This design comes from an exercise in tuning for small area and a short achievable clock period on the open sky130 flow, not from production work.
No run shown here included a check of the RTL's function; only the layout flow was run.

==> flow/design.v, too long to show whole: its modules and the start of the top module <==
// module fpu_top: 86 lines
// module mant_mul: 1833 lines
module fpu_top(
    input         clk,
    input         rst,
    input  [31:0] a,
    input  [31:0] b,
    input  [2:0]  consig,
    output [31:0] out,
    output [2:0]  cmp_out
);
  // ...
==> flow/flow/run.sh <==
#!/bin/bash
# Standard synthesis, then a netlist pass that removes the inverters Yosys
# leaves around full adders, then the standard layout with a tighter
# timing-repair target and the smallest buffer on the ports.
set -euo pipefail
R=orfs/results/sky130hd/fpu_top/base
MARGIN=$(cat flow/margin.txt)
bash standard.sh synth > log_synth.txt 2>&1
python3 flow/fixinv.py $R/1_2_yosys.v $R/1_2_yosys_fixinv.v > log_fixinv.txt 2>&1
cp $R/1_2_yosys.v $R/1_2_yosys_orig.v
cp $R/1_2_yosys_fixinv.v $R/1_2_yosys.v
rm -f $R/1_synth.odb $R/1_synth.sdc
bash standard.sh SETUP_SLACK_MARGIN=$MARGIN "BUFFER_PORTS_ARGS=-buffer_cell sky130_fd_sc_hd__buf_1" finish > log_layout.txt 2>&1
==> flow/flow/fixinv.py <==
#!/usr/bin/env python3
"""Remove inverters around full adders in a flat Yosys netlist.

A full adder is self-dual: FA(~a, ~b, ~c) = (~cout, ~sum). Yosys's extract_fa
often leaves an inverter on a full adder's input or output. This pass picks,
for every fa cell, whether it computes in true or complemented polarity so
that as few inverters as possible remain, then rewrites the netlist with one
inverter per net that is still needed in complemented form.
usage: fixinv.py in.v out.v
"""
import re, sys

src = open(sys.argv[1]).read()
m = re.search(r'\bmodule\s+(\w+)\s*\((.*?)\);', src, re.S)
body_start = m.end()
end = src.rindex('endmodule')
header = src[:body_start]
body = src[body_start:end]

stmts = []           # (kind, data)
pos = 0
inst_re = re.compile(r'\s*(sky130_fd_sc_hd__\w+)\s+(\S+)\s*\((.*?)\);', re.S)
decl_re = re.compile(r'\s*(input|output|wire|inout)\b([^;]*);', re.S)
while True:
    mm = decl_re.match(body, pos)
    if mm:
        stmts.append(('decl', mm.group(0)))
        pos = mm.end(); continue
    mm = inst_re.match(body, pos)
    if mm:
        pins = []
        for pm in re.finditer(r'\.(\w+)\s*\(\s*([^()]*?)\s*\)', mm.group(3)):
            pins.append([pm.group(1), pm.group(2)])
        stmts.append(('cell', [mm.group(1), mm.group(2), pins]))
        pos = mm.end(); continue
    rest = body[pos:]
    if rest.strip() == '':
        break
    raise SystemExit('cannot parse near: ' + rest[:200])

OUTS = {'X', 'Y', 'Q', 'Q_N', 'SUM', 'COUT', 'HI', 'LO'}
ports_out = set(); ports_in = set()
def expand(decl):
    mm = re.match(r'\s*(input|output|wire|inout)\s*(\[(\d+):(\d+)\])?\s*(.*)', decl, re.S)
    kind, rng, hi, lo, names = mm.groups()
    res = []
    for n in names.split(','):
        n = n.strip()
        if not n: continue
        if rng:
            a, b = int(hi), int(lo)
            for i in range(min(a, b), max(a, b) + 1):
                res.append('%s[%d]' % (n, i))
        else:
            res.append(n)
    return kind, res, (rng is not None)
for k, d in stmts:
    if k == 'decl':
        kind, nets, _ = expand(d[:-1] if d.endswith(';') else d)
        if kind == 'output': ports_out.update(nets)
        if kind == 'input': ports_in.update(nets)

def is_inv(t): return re.match(r'sky130_fd_sc_hd__(clk)?inv_\d+$', t) is not None
def is_fa(t): return re.match(r'sky130_fd_sc_hd__fa_\d+$', t) is not None

cells = [d for k, d in stmts if k == 'cell']
driver = {}
for c in cells:
    for p, n in c[2]:
        if p in OUTS: driver[n] = c
# removable inverters: output not a port
removable = set()
for c in cells:
    if is_inv(c[0]):
        y = dict(c[2])['Y']
        if y not in ports_out:
            removable.add(id(c))
def root(n):
    q = 0
    seen = 0
    while n in driver and id(driver[n]) in removable:
        n = dict(driver[n][2])['A']; q ^= 1
        seen += 1
        if seen > 100: raise SystemExit('inverter loop')
    return n, q

fas = [c for c in cells if is_fa(c[0])]
fa_of_net = {}
for i, c in enumerate(fas):
    for p, n in c[2]:
        if p in ('SUM', 'COUT'): fa_of_net[n] = i
phase = [0] * len(fas)
# consumers: (fa index or -1, root, q)
cons = []
for c in cells:
    if id(c) in removable: continue
    fi = fas.index(c) if is_fa(c[0]) else -1
    for pi, (p, n) in enumerate(c[2]):
        if p in OUTS: continue
        if n.startswith("1'b") or n == '': continue
        r, q = root(n)
        cons.append((fi, r, q, c, pi))
for po in ports_out:
    # an output port driven through removable inverters is not possible (kept)
    pass

def need(fi, r, q):
    pr = phase[fa_of_net[r]] if r in fa_of_net else 0
    return pr ^ q ^ (phase[fi] if fi >= 0 else 0)

from collections import defaultdict
by_root = defaultdict(list)
by_fa = defaultdict(list)
for k, (fi, r, q, c, pi) in enumerate(cons):
    by_root[r].append(k)
    if fi >= 0: by_fa[fi].append(k)
COMPL = {'nand2_1': 'and2_1', 'and2_1': 'nand2_1', 'nor2_1': 'or2_1', 'or2_1': 'nor2_1',
         'xor2_1': 'xnor2_1', 'xnor2_1': 'xor2_1', 'clkbuf_1': 'clkinv_1', 'buf_1': 'inv_1'}
OUTPIN = {'and2_1': 'X', 'or2_1': 'X', 'nand2_1': 'Y', 'nor2_1': 'Y', 'xor2_1': 'X',
          'xnor2_1': 'Y', 'clkbuf_1': 'X', 'buf_1': 'X', 'inv_1': 'Y', 'clkinv_1': 'Y'}
AREA = {'nand2_1': 3.754, 'and2_1': 6.256, 'nor2_1': 3.754, 'or2_1': 6.256, 'xor2_1': 8.758,
        'xnor2_1': 8.758, 'clkbuf_1': 3.754, 'clkinv_1': 3.754, 'buf_1': 3.754, 'inv_1': 3.754}
INV_AREA = 3.754
def compl_delta(r):
    d = driver.get(r)
    if d is None or id(d) in removable or r in ports_out or is_fa(d[0]): return None
    t = d[0].replace('sky130_fd_sc_hd__', '')
    if t not in COMPL: return None
    return AREA[COMPL[t]] - AREA[t]
delta_of = {}
# half adders whose two inputs both arrive complemented become xor2 + nor2
partner = {}
ha_pins = defaultdict(dict)
for k, (fi, r, q, c, pi) in enumerate(cons):
    if re.match(r'sky130_fd_sc_hd__ha_1$', c[0]):
        ha_pins[id(c)][c[2][pi][0]] = k
for d in ha_pins.values():
    if 'A' in d and 'B' in d:
        partner[d['A']] = d['B']; partner[d['B']] = d['A']
def absorbed(k):
    return k in partner and need(*cons[k][:3]) and need(*cons[partner[k]][:3])
def root_cost(r):
    ks = by_root[r]
    ab = [absorbed(k) for k in ks]
    ns = [need(*cons[k][:3]) and not a for k, a in zip(ks, ab)]
    if not any(ns): return 0.0
    if all(need(*cons[k][:3]) for k in ks) and not any(ab):
        if r not in delta_of: delta_of[r] = compl_delta(r)
        dl = delta_of[r]
        if dl is not None and dl < INV_AREA: return dl
    return INV_AREA
def fa_roots(i):
    rs = set(cons[k][1] for k in by_fa[i])
    for p, n in fas[i][2]:
        if p in ('SUM', 'COUT'): rs.add(n)
    for r in list(rs):
        for k in by_root[r]:
            if k in partner: rs.add(cons[partner[k]][1])
    return rs
total = sum(root_cost(r) for r in by_root)
sys.stderr.write('inverters before: %d removable, cost at phase 0: %.1f\n' % (len(removable), total))
improved = True
it = 0
while improved and it < 50:
    improved = False; it += 1
    for i in range(len(fas)):
        rs = fa_roots(i)
        before = sum(root_cost(r) for r in rs)
        phase[i] ^= 1
        after = sum(root_cost(r) for r in rs)
        if after < before:
            improved = True
        else:
            phase[i] ^= 1
import random
random.seed(1)
def anneal(init):
    global phase
    phase[:] = init
    cur = sum(root_cost(r) for r in by_root)
    best = cur; bestph = phase[:]
    T = 2.0
    for step in range(150000):
        i = random.randrange(len(fas))
        rs = fa_roots(i)
        before = sum(root_cost(r) for r in rs)
        phase[i] ^= 1
        after = sum(root_cost(r) for r in rs)
        d = after - before
        if d <= 0 or random.random() < pow(2.718, -d / T):
            cur += d
            if cur < best - 1e-9:
                best = cur; bestph = phase[:]
        else:
            phase[i] ^= 1
        T = max(0.1, T * 0.99996)
    return best, bestph
res = [anneal([0] * len(fas)), anneal([1] * len(fas))]
sys.stderr.write('anneal from 0: %.1f, from 1: %.1f\n' % (res[0][0], res[1][0]))
best, bestph = min(res, key=lambda x: x[0])
phase[:] = bestph
total = sum(root_cost(r) for r in by_root)
sys.stderr.write('after %d passes: cost %.1f um2, %d adders flipped\n' % (it, total, sum(phase)))

absorbed_set = set(k for k in range(len(cons)) if absorbed(k))
flipped_roots = set()
for r, ks in by_root.items():
    if any(k in absorbed_set for k in ks): continue
    d = driver.get(r)
    if d is None or id(d) in removable or r in ports_out: continue
    t = d[0].replace('sky130_fd_sc_hd__', '')
    if t not in COMPL or is_fa(d[0]): continue
    if all(need(*cons[k][:3]) for k in ks):
        nt = COMPL[t]
        d[0] = 'sky130_fd_sc_hd__' + nt
        for pin in d[2]:
            if pin[0] == OUTPIN[t]: pin[0] = OUTPIN[nt]
        flipped_roots.add(r)
sys.stderr.write('%d driver cells replaced by their complement\n' % len(flipped_roots))
# convert the absorbing half adders only now, so that the driver table above
# still shows them as half adders
nconv = 0
for k in absorbed_set:
    c = cons[k][3]
    if c[0] == 'sky130_fd_sc_hd__ha_1':
        pins = dict(c[2])
        c[0] = 'sky130_fd_sc_hd__xor2_1'
        c[2] = [['A', pins['A']], ['B', pins['B']], ['X', pins['SUM']]]
        c.append(['sky130_fd_sc_hd__nor2_1', c[1] + '_nor', [['A', pins['A']], ['B', pins['B']], ['Y', pins['COUT']]]])
        nconv += 1
sys.stderr.write('%d half adders turned into xor2 + nor2\n' % nconv)
def need2(fi, r, q):
    return need(fi, r, q) ^ (1 if r in flipped_roots else 0)

# rewrite
comp = {}
newcells = []
cnt = [0]
def compnet(r):
    if r not in comp:
        cnt[0] += 1
        comp[r] = 'fixinv_n%d' % cnt[0]
        newcells.append(('sky130_fd_sc_hd__inv_1', 'fixinv_%d' % cnt[0], [['A', r], ['Y', comp[r]]]))
    return comp[r]
for k, (fi, r, q, c, pi) in enumerate(cons):
    if k in absorbed_set:
        # pins A/B keep their index in the rewritten xor2/nor2 lists
        c[2][pi][1] = r
        c[3][2][pi][1] = r
        continue
    c[2][pi][1] = compnet(r) if need2(fi, r, q) else r
removed_nets = set()
for c in cells:
    if id(c) in removable:
        removed_nets.add(dict(c[2])['Y'])
used = set()
for c in cells:
    if id(c) in removable: continue
    for p, n in c[2]: used.add(n)
def esc(n):
    return n + ' ' if n.startswith('\\') else n
out = [header]
for k, d in stmts:
    if k == 'decl':
        mm = re.match(r'(\s*)wire\s+(\S+)\s*;', d)
        if mm and not mm.group(2).startswith('[') and mm.group(2) in removed_nets and mm.group(2) not in used:
            continue
        out.append(d)
    else:
        if id(d) in removable: continue
        out.append('\n  %s %s (%s);' % (d[0], d[1], ', '.join('.%s(%s)' % (p, esc(n)) for p, n in d[2])))
        if len(d) > 3:
            e = d[3]
            out.append('\n  %s %s (%s);' % (e[0], esc(e[1]), ', '.join('.%s(%s)' % (p, esc(n)) for p, n in e[2])))
for n in comp.values():
    out.append('\n  wire %s;' % n)
for t, nm, pins in newcells:
    out.append('\n  %s %s (%s);' % (t, nm, ', '.join('.%s(%s)' % (p, esc(n)) for p, n in pins)))
out.append('\nendmodule\n')
open(sys.argv[2], 'w').write(''.join(out))
==> flow/flow/margin.txt <==
7
==> flow/standard.sh <==
#!/bin/bash
# synth_recipe.tcl (not shown) runs the flow's synth.tcl, then flattens the netlist and writes it again
# the make line also repeats each setting of config.mk as NAME=value (left out here)
make -C /OpenROAD-flow-scripts/flow DESIGN_CONFIG=/design/flow/config.mk WORK_HOME=/design/flow/orfs CLKGATE_MAP_FILE= SYNTH_SCRIPT=/design/flow/synth_recipe.tcl "${@:-finish}"
==> flow/config.mk <==
export PLATFORM = sky130hd
export DESIGN_NAME = fpu_top
export DESIGN_NICKNAME = fpu_top
export VERILOG_FILES = /design/flow/design.v
export SDC_FILE = /design/flow/constraint.sdc
export NUM_CORES = 4
export LEC_CHECK = 0
export CAP_MARGIN = 20
export CORE_MARGIN = 2
export CORE_UTILIZATION = 65
export CTS_BUF_LIST = sky130_fd_sc_hd__clkbuf_4 sky130_fd_sc_hd__clkbuf_8
export SLEW_MARGIN = 20
==> flow/constraint.sdc <==
create_clock -name core_clock -period 14.0 [get_ports {clk}]
set_input_delay 2.8000 -clock core_clock [delete_from_list [all_inputs] [get_ports {clk}]]
set_output_delay 2.8000 -clock core_clock [all_outputs]
set_load 0.01 [all_outputs]
==> notes.md, run 1 <==
TNS Setup=0 ns; crit path capture=mk; fin cells=2,986; top sig layer=met5; worst path required time=approximately 14 ns; Worst Hold Depth=0; run status=no timing/DRC/antenna violations; Setup violations, final=0; worst hold path class=register to register; area delta synth->final=9.309%; Final period util=about 49%; fraction of area in multi-input gates=around three quarters; CP Launch Type=register; worst path bufs/invs=3; routed len/inst=around 26 µm; drt total wl=between 70,000 and 80,000 µm; placer congestion estimate=~0.98; CP Class=register to register; Hold-fix buffers, CTS=0; core area=36,520 µm²; minimum clock period=~6.9 ns; commonest non-fill, non-tap cell in the layout=nand2_1; WP data arrival=a little over 7 ns; clk buf depth=2; Die Ht=around 200 µm; met3 usage=11.81%; GR Layer Usage met1=between 50% and 60%; Hold Fails Final Rpt=0; Yosys warnings=1; Fin Hold WS=approximately 0.35 ns; delay-heaviest family, CP=adder cells; start point of the worst hold path=snext[3]; WL met2=about 35,000 µm
==> module fpu_top, before the edit <==
module fpu_top(
    input         clk,
    input         rst,
    input  [31:0] a,
    input  [31:0] b,
    input  [2:0]  consig,
    output [31:0] out,
    output [2:0]  cmp_out
);
    reg         sa, sb;      
    reg  [7:0]  ea, eb;      
    reg  [22:0] ma, mb;      
    reg         eq;          
    reg         gt;          
    reg         lsel;        
    reg         cz;          
    wire [2:0]  p = {sa, sb, gt};
    wire        psel_a = (p == 3'b001) | (p == 3'b111) | (p == 3'b010);
    wire        pclr   = (p == 3'b011) | (p == 3'b100);
    always @(posedge clk or posedge rst) begin
        if (rst) begin
            sa <= 1'b0; sb <= 1'b0; eq <= 1'b0; gt <= 1'b0;
            ea <= 8'd0; eb <= 8'd0; ma <= 23'd0; mb <= 23'd0;
            lsel <= 1'b0; cz <= 1'b0;
        end else begin
            sa <= a[31];
            sb <= b[31];
            eq <= a[30:0] == b[30:0];
            gt <= a[30:0] > b[30:0];
            ea <= a[30:23];
            eb <= b[30:23];
            ma <= a[22:0];
            mb <= b[22:0];
            lsel <= psel_a;
            cz <= pclr;
        end
    end
    wire        aclr = (p == 3'b011) | (p == 3'b101);
    wire        swap = (p == 3'b000) | (p == 3'b100) | (p == 3'b110);
    wire [8:0]  sx = cz ? 9'd0 : (lsel ? {sa, ea} : {sb, eb});
    wire [7:0]  diff = lsel ? (ea - eb) : (eb - ea);
    wire [22:0] c = (cz | aclr) ? 23'd0 : (lsel ? ma : mb);
    wire [22:0] dsrc = lsel ? mb : ma;
    wire [22:0] d = (cz | aclr | (diff >= 8'd23)) ? 23'd0 : (dsrc >> diff[4:0]);
    wire        x = consig[0];
    wire [22:0] t = c + (x ? ~d : d) + {22'd0, x & ~swap};
    wire [22:0] fsum = (x & swap) ? ~t : t;
    reg  [22:0] snext;       
    reg  [22:0] afrac;       
    wire [47:0] prod;
    mant_mul mm (.ma(ma), .mb(mb), .p(prod));
    wire [8:0]  esum = {1'b0, ea} + {1'b0, eb};
    wire        in_zero = (ea == 8'd0) | (eb == 8'd0);
    wire        ez_n = in_zero | (esum < 9'd127);           
    wire        eo_n = ~ez_n & (esum >= 9'd382);            
    reg         ms;          
    reg  [24:0] mp;          
    reg  [7:0]  me;          
    reg         mk;          
    reg         mi;          
    wire        hn = prod[47];
    wire        zero_n = ez_n | ((esum == 9'd127) & ~hn);
    wire        inf_n  = ~zero_n & (eo_n | ((esum == 9'd381) & hn));
    always @(posedge clk or posedge rst) begin
        if (rst) begin
            snext <= 23'd0;
            afrac <= 23'd0;
            ms <= 1'b0; mp <= 25'd0; me <= 8'd0; mk <= 1'b0; mi <= 1'b0;
        end else begin
            snext <= fsum;
            afrac <= snext;
            ms  <= sa ^ sb;
            mp  <= prod[47:23];
            me  <= esum[7:0] + 8'd129;
            mk  <= zero_n | inf_n;
            mi  <= inf_n;
        end
    end
    wire        h = mp[24];
    wire [7:0]  mexp  = me + {7'd0, h};
    wire [22:0] mfrac = h ? mp[23:1] : mp[22:0];
    wire [31:0] mres  = {ms, {8{mi}} | ({8{~mk}} & mexp), {23{~mk}} & mfrac};
    assign cmp_out = (consig == 3'b000) ? {sa, sb, eq} : 3'b000;
    assign out = (consig == 3'b001 || consig == 3'b010) ? {sx, afrac} :
                 (consig == 3'b011) ? mres : 32'd0;
endmodule
==> run 2: changes to the inputs <==
--- a/flow/design.v
+++ b/flow/design.v
@@ -61,6 +61,9 @@
     reg         mi;          
     wire        hn = prod[47];
-    wire        zero_n = ez_n | ((esum == 9'd127) & ~hn);
-    wire        inf_n  = ~zero_n & (eo_n | ((esum == 9'd381) & hn));
+    wire        zero0 = ez_n | (esum == 9'd127);                
+    wire        inf0  = ~zero0 & eo_n;
+    wire        zero1 = ez_n;                                   
+    wire        inf1  = ~zero1 & (eo_n | (esum == 9'd381));
+    wire        k0 = zero0 | inf0, k1 = zero1 | inf1;
     always @(posedge clk or posedge rst) begin
         if (rst) begin
@@ -74,6 +77,6 @@
             mp  <= prod[47:23];
             me  <= esum[7:0] + 8'd129;
-            mk  <= zero_n | inf_n;
-            mi  <= inf_n;
+            mk  <= hn ? k1 : k0;
+            mi  <= hn ? inf1 : inf0;
         end
     end
==> run 2 against run 1 <==
Against the previous run: still clean; die area about the same; setup slack got worse by 0.057 ns; synthesized cell count about the same; global-route usage down 0.85 points; highest routed layer is now met4.
==> notes.md, run 2 <==
Site Rows=70; start point of the worst hold path=snext[8]; DRC errors left=0; Final period util=49.79% (+0.41 points); Worst slew margin=about a third; CP Class=input pin to output pin; worst hold path class=register to register; commonest non-fill, non-tap cell in the layout=nand2_1; layout cells sized above 1=under 10%; I/O pins=between 100 and 150; Cells after Synth=2,392; RR Startpoint=ma[12]; Vias/cell=about 6.4; Worst-Skew Late Latency=0.52 ns; CP Launch Type=input pin; dpl cells=just under 3,000; post-route antenna net violation count=0; Die Ht=196.1 µm (about the same); vias=18,860; Root Driver=clkbuf_8; RSZ-0062 raised after global routing=yes; Worst-path clk slew=~0.10 ns; max reg flops=25; largest net degree at the start of global routing=99; minimum clock period=6.970 ns (+0.05712 ns); WP data arrival=4.17 ns (-3.07 ns); core area=36,520 µm² (unchanged); number of clock sinks=150; HPWL Detailed=53,580 µm; Top reg by flops=mp; vias in the first global route=between 20,000 and 25,000; gr usage total=40.79%; Hold-fix buffers, CTS=0 (unchanged); Avg Cell Area, Syn=10.03 µm²; placer congestion estimate=0.9433 (-3.8%); Max-Cap Viols=0; CTS tree=built; DRT iter0 DRCs=about 1,900; first-pass GRT wire length=between 100,000 and 150,000 µm; commonest non-fill, non-tap cells in the layout=nand2_1 (532), fa_1 (493), dfrtp_1 (144); routed len/inst=25.51 µm (-2.3%); fin cells=2,958 (-0.94%); htree depth=4; syn_nets=3,074; Yosys warnings=1 (unchanged); overflow left after global routing=0; critical path peak fanout=16; Final #Nets=roughly 3,200; fmax=~140 MHz; area delta synth->final=7.894%; worst path required time=11.20 ns (-3.13 ns); Port Buffers=roughly 100; Final Max Tran Viols=0; clk buf depth=2 (unchanged); initial core utilization=between 60% and 70%; TNS Setup=0 ns (unchanged); Netlist Area Pre-Place=between 20,000 and 25,000 µm²; drt total wl=75,450 µm (-3.3%); kind of end point of the critical path=output pin; beginning of the critical path=consig[0]; 1st-pass router iterations=6; initial antenna violation count=1; die area=38,470 µm²; run status=no timing/DRC/antenna violations; Clock Skew=between 0.015 and 0.02 ns; Worst-Margin Slew=between 1 and 1.5 ns; die width=just under 200 µm; CTS buffer count=17; Setup violations, final=0 (unchanged); Hold Fails Final Rpt=0 (unchanged)
-- run 2: layer usage --
layer	routed length [µm]	vias to the layer above	part of all wire, %	track usage, %
li1	-	7788	-	-
met1	27580	9560	37	51.90
met2	34150	1189	45	64.49
met3	9329	323	12	12.36
met4	4395	0	5.8	19.64
met5	0	-	0	0
-- run 2: area by class of cell --
type | instances | area (µm²)
inverters | 149 | 616.8
flip-flops and latches | 150 | 3764
clock buffers | 18 | 241.5
well taps | 468 | 585.6
multi-input cells | 1961 | 19230
fillers | 2781 | 10630
repair buffers | 197 | 1335
diodes | 1 | 2.502
clock inverters | 14 | 116.4
-- run 2: per-stage QoR --
step	area [µm²]	setup slack, ns	util [%]	hold slack [ns]
floorplan	24000	7.164	-	0.3312
global placement	24890	6.668	68.16	0.3323
finish	25890	7.030	70.89	0.3359
detailed placement	24890	6.567	68.16	0.3347
global route	25890	6.997	70.89	0.3343
CTS	25360	6.953	69.44	0.3360
-- run 2: critical path: stages --
cell      delay (ns)
clkbuf_2        0.16
buf_12          0.18
nand2_2         0.13
or3_4           0.49
o221ai_1        0.24
clkbuf_2        0.17
-- run 2: repair_timing --
item / in CTS / in global routing
gates resized for setup: 16 / 67
pin swaps: 0 / 3
cloned: 0 / 6
buffers inserted: 7 / 26
endpoints found under the setup margin: 46 / 49
-- run 2: final timing paths --
| kind | endpoint | slack, ns | cells after the start |
|---|---|---|---|
| worst max-delay path | out[30] | 7.03 | 6 |
| worst min-delay path | afrac[8] | 0.34 | 0 |
| worst max register to register | mp[21] | 7.17 | 23 |
| worst min register to register | afrac[8] | 0.34 | 0 |
| max in group asynchronous | mb[12] | 10.22 | 3 |
| min in group asynchronous | afrac[9] | 2.46 | 2 |

what the ideal ports hide:
Ports are ideal in the flow. The routed layouts listed here were re-timed in OpenROAD.
Step 1 assumes that a clkbuf_16 drives the clock port and a buf_2 every other input.
Step 2 times the ports against the registers' clock, not the clock port: input delays grow and output delays shrink by t, the midpoint of the rising clock arrivals with the driver on.
Slacks: ideal ports / drivers / drivers and shift; pairs: ideal ports / drivers.
| run | t (ns) | slack for setup (ns) | hold WS [ns] | slew at the worst register clock pin (ns) | worst slew at a driven data input, ns |
|---|---|---|---|---|---|
| run 1 | 0.527 | 7.087 / 7.065 / 7.065 | 0.352 / 0.352 / 0.352 | 0.11 / 0.11 | 0.07 |
| run 2 | 0.566 | 7.030 / 7.005 / 7.005 | 0.336 / 0.336 / 0.336 | 0.10 / 0.10 | 0.03 |
After both steps every run listed still meets setup and hold. For run 2, which loses most, drivers alone change the setup slack by -0.025 ns; drivers and shift together by -0.025 ns.
